Source: an optimization exercise on an open RTL-to-GDS flow (aim: small area and a short achievable clock period). Production flows keep margins and buffers that such runs may drop.
Where RTL was checked, it was by simulation tests only, not by an equivalence proof against the original.

Setup of before:
Design gte_mac123, start of the top module:
module gte_mac123 (
   input  wire               clk,
   input  wire               reset,
   input  wire               trigger,
   input  wire signed [31:0] mul1,
   input  wire signed [31:0] mul2,
   input  wire signed [44:0] add,
   input  wire               sub,
   input  wire               swap,
   input  wire               save_shifted,
   input  wire               use_ir,
   input  wire               ir_shift,
   input  wire               ir_shift_flag,
   input  wire               sat_ir,
   input  wire               sat_ir_flag,
   input  wire               use_result,
   output wire signed [31:0] mac_result,
   output reg                mac_writeback,
   output wire signed [15:0] ir_result,
   output reg                ir_writeback,
   output reg  signed [44:0] mac_last,
   output wire signed [31:0] mac_shifted,
   output wire               flag_mac_uf,
   output wire               flag_mac_of,
   output wire               flag_ir
);
export LEC_CHECK = 0
export ABC_AREA = 1
export CAP_MARGIN = 20
export CORE_MARGIN = 2
export CORE_UTILIZATION = 40
export SLEW_MARGIN = 20
export SYNTH_HIERARCHICAL = 1
create_clock -name core_clock -period 14.0 [get_ports {clk}]
run.sh (not shown) runs the stock make flow with config.mk's settings and CLKGATE_MAP_FILE= SYNTH_SCRIPT=/design/flow/synth_recipe.tcl, a recipe that flattens the netlist after the stock synthesis.
Input changes introduced in after (baseline for comparison: before):
--- a/flow/design.v
+++ b/flow/design.v
@@ -1179,37 +1179,30 @@
    wire pcy_p3_4 = pcy_p1_20 & pcy_p2_8;
    wire pcy_g4_0 = pcy_g3_2 | (pcy_p3_2 & pcy_g3_0);
    wire pcy_p4_0 = pcy_p3_2 & pcy_p3_0;
    wire pcy_g5_0 = pcy_g3_4 | (pcy_p3_4 & pcy_g4_0);
    wire pcy_p5_0 = pcy_p3_4 & pcy_p4_0;
    wire [43:0] vcy = {va_g5_43, va_g5_42, va_g5_41, va_g5_40, va_g5_39, va_g5_38, va_g5_37, va_g5_36, va_g5_35, va_g5_34, va_g5_33, va_g5_32, va_g4_31, va_g4_30, va_g4_29, va_g4_28, va_g4_27, va_g4_26, va_g4_25, va_g4_24, va_g4_23, va_g4_22, va_g4_21, va_g4_20, va_g4_19, va_g4_18, va_g4_17, va_g4_16, va_g3_15, va_g3_14, va_g3_13, va_g3_12, va_g3_11, va_g3_10, va_g3_9, va_g3_8, va_g2_7, va_g2_6, va_g2_5, va_g2_4, va_g1_3, va_g1_2, va_g0_1, vg[0]};              
    wire [43:0] vci = {vcy[42:0], 1'b0};       
    wire [43:0] pg = ps_r & pc_r;
    wire [43:0] pp_ = ps_r | pc_r;
    wire        pcarry = pcy_g5_0;
    wire        T44 = c3[43] ^ vcy[43] ^ z44_r ^ pcarry;
-   wire [43:0] V = vh ^ vci;
-   assign R = {T44, V ^ {44{inv_r}}};
+   assign R = {T44, (vh ^ {44{inv_r}}) ^ vci};
    assign mac_shifted = R[43:12];
    assign mac_result  = save_shifted_r ? R[43:12] : R[31:0];
    assign flag_mac_uf = mac_writeback & R[44] & ~R[43];
    assign flag_mac_of = mac_writeback & ~R[44] & R[43];
-   wire [43:0] vp1 = {vp[42:0], 1'b0};
-   wire [43:0] vg1 = {vg[42:0], 1'b0};
-   wire lo_z = &(~(vh[31:16] ^ vp1[31:16]));
-   wire lo_o = &(vh[31:16] ^ vg1[31:16]);
-   wire hi_z = &(~(vh[43:28] ^ vp1[43:28]));
-   wire hi_o = &(vh[43:28] ^ vg1[43:28]);
-   wire lo_big = ~(V[15] ? lo_o : lo_z);
-   wire hi_big = ~(V[27] ? hi_o : hi_z);
    wire lo_neg = R[31], hi_neg = R[43];
+   wire lo_big = ~(&R[31:15]) & (|R[31:15]);
+   wire hi_big = ~(&R[43:27]) & (|R[43:27]);
    wire        v_neg  = IRshift_1 ? hi_neg : lo_neg;
    wire        v_big  = IRshift_1 ? hi_big : lo_big;
    wire [15:0] v_low  = IRshift_1 ? R[27:12] : R[15:0];
    assign ir_result = ~ir_writeback ? 16'h0000 :
                       (satIR_1 & v_neg)  ? 16'h0000 :
                       v_big ? (v_neg ? 16'h8000 : 16'h7FFF) : v_low;
    wire        w_neg  = IRshiftFlag_1 ? hi_neg : lo_neg;
    wire        w_big  = IRshiftFlag_1 ? hi_big : lo_big;
    assign flag_ir = ir_writeback & ((satIRFlag_1 & w_neg) | w_big);
 endmodule
 module mac_fa (input wire a, input wire b, input wire c, output wire s, output wire co);
==> comparison <==
On after: sequential cell area share is 0.40 points higher than what before gave. Share of synthesized cell area in and, or, nand and nor gates: after vs before down 3.3 points. The core utilization number comes out lower for before vs after. after ended with less tapcell count than before. Of before and after, the run reporting the lower total standard cell area after synthesis was after. [diff] post-route cell area, after relative to before: improvement. Total length of routed wires ends up higher on before. [compare] base=before new=after: global router's overall resource usage now sits lower; final setup slack of the worst path went up 0.020 ns.
No functional check of the RTL was part of before.

## re-timing with driven ports
In the flow no input, the clock included, has a driving cell. The finished layouts below were timed again as built, in two steps.
Step 1 (the two cells are an assumption about what drives the block):
set clk [get_ports {clk}]
set_driving_cell -lib_cell sky130_fd_sc_hd__clkbuf_16 $clk
set_driving_cell -lib_cell sky130_fd_sc_hd__buf_2 [delete_from_list [all_inputs] $clk]
Step 2, shift: input delay + t, output delay - t, t = (earliest + latest rising clock arrival at the registers) / 2. This alone moves slack from input paths to output paths.
Slacks: no drivers / after step 1 / after step 2; pairs: no drivers / after step 1.
run	t (ns)	slack for setup (ns)	worst setup path at the end	worst slew at a driven data input, ns
before	0.530	6.146 / 6.100 / 6.119	input to register	0.09
after	0.543	6.166 / 6.104 / 5.983	input to register	0.10
After both steps every run listed still meets setup and hold. For after, which loses most, drivers alone change the setup slack by -0.062 ns; drivers and shift together by -0.183 ns.
